This is an optimization exercise on Yosys and OpenROAD, whose aim is small area, a short achievable clock period and few clock cycles, not a production implementation. Function was checked by simulation only, so behaviour that the tests miss may differ from the original. Power and IR drop assume default switching activity.

## Milestone_1
module Milestone_1 (
		input logic Clock_50,
		input logic Resetn,
		input logic M1_Start,
		input logic [15:0] SRAM_read_data,
		output logic M1_Finish,
		output logic [15:0] M1_write_data,
		output logic [17:0] M1_address,
		output logic M1_we_n
);
For scale: about 2300 cells after synthesis.
Settings: LEC_CHECK=0, CAP_MARGIN=20, CORE_MARGIN=2, CORE_UTILIZATION=40, PLACE_DENSITY=0.6, SLEW_MARGIN=20; clock period 12.0 ns.
standard.sh (not shown) runs the stock make flow with config.mk's settings and CLKGATE_MAP_FILE= SYNTH_SCRIPT=/design/flow/synth_recipe.tcl, a recipe that flattens the netlist after the stock synthesis.
==> flow/flow/run.sh <==
#!/bin/bash
# Standard layout with two changes to how it is made (the clock period and
# constraints stay the design's): timing repair aims for extra setup slack,
# and the port buffers are plain buffers (buf_2) rather than the resizer's
# default pick.
set -euo pipefail
MARGIN=${MARGIN:-8.4}
bash standard.sh SETUP_SLACK_MARGIN=$MARGIN "BUFFER_PORTS_ARGS=-buffer_cell sky130_fd_sc_hd__buf_2" finish > standard_flow.log 2>&1
Testbench counts at the start, summed over its fixed seeds: cycles 774,760.
Next try:
--- a/flow/flow/run.sh
+++ b/flow/flow/run.sh
@@ -7 +7 @@
-MARGIN=${MARGIN:-8.4}
+MARGIN=${MARGIN:-7.75}
Worst setup slack gets worse by 0.33 ns.
First-iteration DRC count rises by 15%.
Fmax came out lower by 8.1%.
Total power falls by 3.7%.
Core utilization shrinks by 1.8 points.
Count of clock-buffer cells in the layout rose by 3.
Die area is unchanged.
Wire length decreases by 3.8%.
Final cell count fell by about 1.6%.
Clock power hardly moves.
Cell area drops by about 4%.
Next try:
--- a/flow/flow/run.sh
+++ b/flow/flow/run.sh
@@ -7 +7 @@
-MARGIN=${MARGIN:-7.75}
+MARGIN=${MARGIN:-8}
CORE_UTILIZATION = 55   (was 40)
PLACE_DENSITY = 0.7   (was 0.6)
Outcome:
- sequential share of layout area is about the same
- non-clock buffer count climbs by 28
- cell count is lower by 5.5%
- wire length is about the same
- hold slack degrades by 0.0095 ns
- register-to-register slack gains 0.15 ns
- setup slack improves by 0.15 ns
- fmax is higher by 3.9%
Next try:
--- a/flow/flow/run.sh
+++ b/flow/flow/run.sh
@@ -7 +7 @@
-MARGIN=${MARGIN:-8}
+MARGIN=${MARGIN:-8.5}
CORE_UTILIZATION = 40   (was 55)
PLACE_DENSITY = 0.6   (was 0.7)
Outcome: Design area climbs by 3.1%. Via count climbs by 0.48%. Critical path depth climbs by 3. Setup slack gets better by 0.15 ns. Register-to-register slack gets better by 0.15 ns. Total power climbs by 0.31%. Core utilization drops by 16 points. Routed wire length climbs by 2.8%. Area after synthesis stays the same. Global-route usage drops by 6.0 points. Worst hold slack barely changes.
Next try:
--- a/flow/flow/run.sh
+++ b/flow/flow/run.sh
@@ -7 +7 @@
-MARGIN=${MARGIN:-8.5}
+MARGIN=${MARGIN:-8}
The new run finished with timing, DRC and antenna clean. Sequential share of layout area grows by 0.65 points. First-iteration DRC count went down by a few percent. Combinational power falls by about a fifth. Maximum frequency decreases by a few percent.

---

Setup of the previous run:
Starting RTL as in the previous note.
clock: 12.0 ns
lec_check: 0
cap_margin: 20
core_margin: 2
core_utilization: 40
place_density: 0.6
slew_margin: 20
==> flow/flow/run.sh <==
#!/bin/bash
# Standard layout with two changes to how it is made (the clock period and
# constraints stay the design's): timing repair aims for extra setup slack,
# and the port buffers are plain buffers (buf_2) rather than the resizer's
# default pick.
set -euo pipefail
MARGIN=${MARGIN:-8.25}
bash standard.sh SETUP_SLACK_MARGIN=$MARGIN "BUFFER_PORTS_ARGS=-buffer_cell sky130_fd_sc_hd__buf_2" finish > standard_flow.log 2>&1
The previous run completed every stage of the flow, and the final layout passed the timing, design-rule and antenna checks.
Testbench counts of the previous run, summed over its fixed seeds: cycles 774,760.
#### Input delta (the current run over the previous run)
diff --git a/flow/flow/run.sh b/flow/flow/run.sh
--- a/flow/flow/run.sh
+++ b/flow/flow/run.sh
@@ -5,4 +5,4 @@
 # default pick.
 set -euo pipefail
-MARGIN=${MARGIN:-8.25}
+MARGIN=${MARGIN:-8.1}
 bash standard.sh SETUP_SLACK_MARGIN=$MARGIN "BUFFER_PORTS_ARGS=-buffer_cell sky130_fd_sc_hd__buf_2" finish > standard_flow.log 2>&1
### Flow results
- Launch point of the worst path: ly5[2] -> the previous run, ly5[1] -> the current run
- The current run against the previous run: per-instance average area after synthesis essentially unchanged, endpoint required time on the critical path essentially unchanged, post-route cell area decreased 470 um2.

---

Milestone_1, a different RTL version from the one above (not shown whole).
Size: about 55 I/O pins, about 25000 um^2 of cells after synthesis.
clock: 12.0 ns
lec_check: 0
cap_margin: 20
core_margin: 2
core_utilization: 40
place_density: 0.6
slew_margin: 20
==> flow/flow/run.sh <==
#!/bin/bash
# Standard layout with two changes to how it is made (the clock period and
# constraints stay the design's): timing repair aims for extra setup slack,
# and the port buffers are plain buffers (buf_2) rather than the resizer's
# default pick.
set -euo pipefail
MARGIN=${MARGIN:-9}
bash standard.sh SETUP_SLACK_MARGIN=$MARGIN "BUFFER_PORTS_ARGS=-buffer_cell sky130_fd_sc_hd__buf_2" finish > standard_flow.log 2>&1
The starting point finished clean.
Testbench counts at the start, summed over its fixed seeds: cycles 774,760.
==> next run, changes <==
--- a/flow/flow/run.sh
+++ b/flow/flow/run.sh
@@ -6,3 +6,3 @@
 set -euo pipefail
-MARGIN=${MARGIN:-9}
+MARGIN=${MARGIN:-8.5}
 bash standard.sh SETUP_SLACK_MARGIN=$MARGIN "BUFFER_PORTS_ARGS=-buffer_cell sky130_fd_sc_hd__buf_2" finish > standard_flow.log 2>&1
The new run completed without violations.
Die area stays the same.
Cell area goes down by 6.8%.
Total power goes down by 0.32%.
Routed wire length goes down by 4.3%.
Area after synthesis stays the same.
Count of clock-buffer cells in the layout goes down by 2.
Sequential power barely changes.
Flip-flop and latch count stays the same.
Worst hold slack stays flat.

---

Starting RTL as in the previous note.
==> flow/config.mk <==
export PLATFORM = sky130hd
export DESIGN_NAME = Milestone_1
export DESIGN_NICKNAME = Milestone_1
export VERILOG_FILES = /design/flow/design.v
export SDC_FILE = /design/flow/constraint.sdc
export NUM_CORES = 4
export LEC_CHECK = 0
export CAP_MARGIN = 20
export CORE_MARGIN = 2
export CORE_UTILIZATION = 40
export CTS_BUF_LIST = sky130_fd_sc_hd__clkbuf_4 sky130_fd_sc_hd__clkbuf_8
export PLACE_DENSITY = 0.6
export SLEW_MARGIN = 20
==> flow/constraint.sdc <==
create_clock -name core_clock -period 12.0 [get_ports {Clock_50}]
set_input_delay 2.4000 -clock core_clock [delete_from_list [all_inputs] [get_ports {Clock_50}]]
set_output_delay 2.4000 -clock core_clock [all_outputs]
set_load 0.01 [all_outputs]
==> flow/flow/run.sh <==
#!/bin/bash
# Standard layout with two changes to how it is made (the clock period and
# constraints stay the design's): timing repair aims for extra setup slack,
# and the port buffers are plain buffers (buf_2) rather than the resizer's
# default pick.
set -euo pipefail
MARGIN=${MARGIN:-8}
bash standard.sh SETUP_SLACK_MARGIN=$MARGIN "BUFFER_PORTS_ARGS=-buffer_cell sky130_fd_sc_hd__buf_2" finish > standard_flow.log 2>&1
Testbench counts at the start, summed over its fixed seeds: cycles 774,760.
==> next run, changes <==
Settings changed: CTS_BUF_LIST sky130_fd_sc_hd__clkbuf_4 sky130_fd_sc_hd__clkbuf_8 to sky130_fd_sc_hd__clkbuf_8, CTS_CLUSTER_SIZE set to 30.
After rerunning: Flip-flop and latch count is unchanged. Worst setup slack degrades by 38 ps. Clock-buffer cell count fell by 23. Fmax decreases by 0.97%. Critical path depth is unchanged. Total power shrinks by 2.1%. Routed wire length barely changes. Final cell count is unchanged. Synthesized cell count does not change. Die area stays the same. Final area decreases by 0.31%.

[re-timing with driven ports]
How much do the figures lean on ideal ports? The routed layouts below were timed once more, with nothing changed but the port constraints.
Step 1 sets driving cells, clkbuf_16 on the clock port and buf_2 on the other inputs (assumed; they add their load-dependent delay and slew).
Step 2, shift: input delay + t, output delay - t, t = (earliest + latest rising clock arrival at the registers) / 2. This alone moves slack from input paths to output paths.
Slacks: ideal ports / drivers / drivers and shift; pairs: ideal ports / drivers.
run | t (ns) | setup slack, ns | pins driven straight from the clock port
the first run of note 1 | 0.639 | 8.299 / 8.299 / 8.237 | 1
the second run of note 1 | 0.633 | 7.974 / 7.974 / 7.974 | 1
the third run of note 1 | 0.607 | 8.126 / 8.126 / 8.126 | 1
the fourth run of note 1 | 0.631 | 8.277 / 8.277 / 8.277 | 1
the fifth run of note 1 | 0.619 | 8.121 / 8.121 / 8.121 | 1
the previous run | 0.636 | 8.307 / 8.307 / 8.249 | 1
the current run | 0.629 | 8.212 / 8.212 / 8.212 | 1
the first run of note 3 | 0.639 | 8.165 / 8.165 / 8.165 | 1
the second run of note 3 | 0.650 | 8.178 / 8.178 / 8.178 | 1
the first run of note 4 | 0.706 | 8.076 / 8.076 / 8.076 | 1
the second run of note 4 | 0.704 | 8.038 / 8.038 / 8.038 | 1
After both steps every run listed still meets setup and hold. The setup slack of the first run of note 1, which loses most, moves by 0.000 ns with the drivers and by -0.062 ns with both steps.
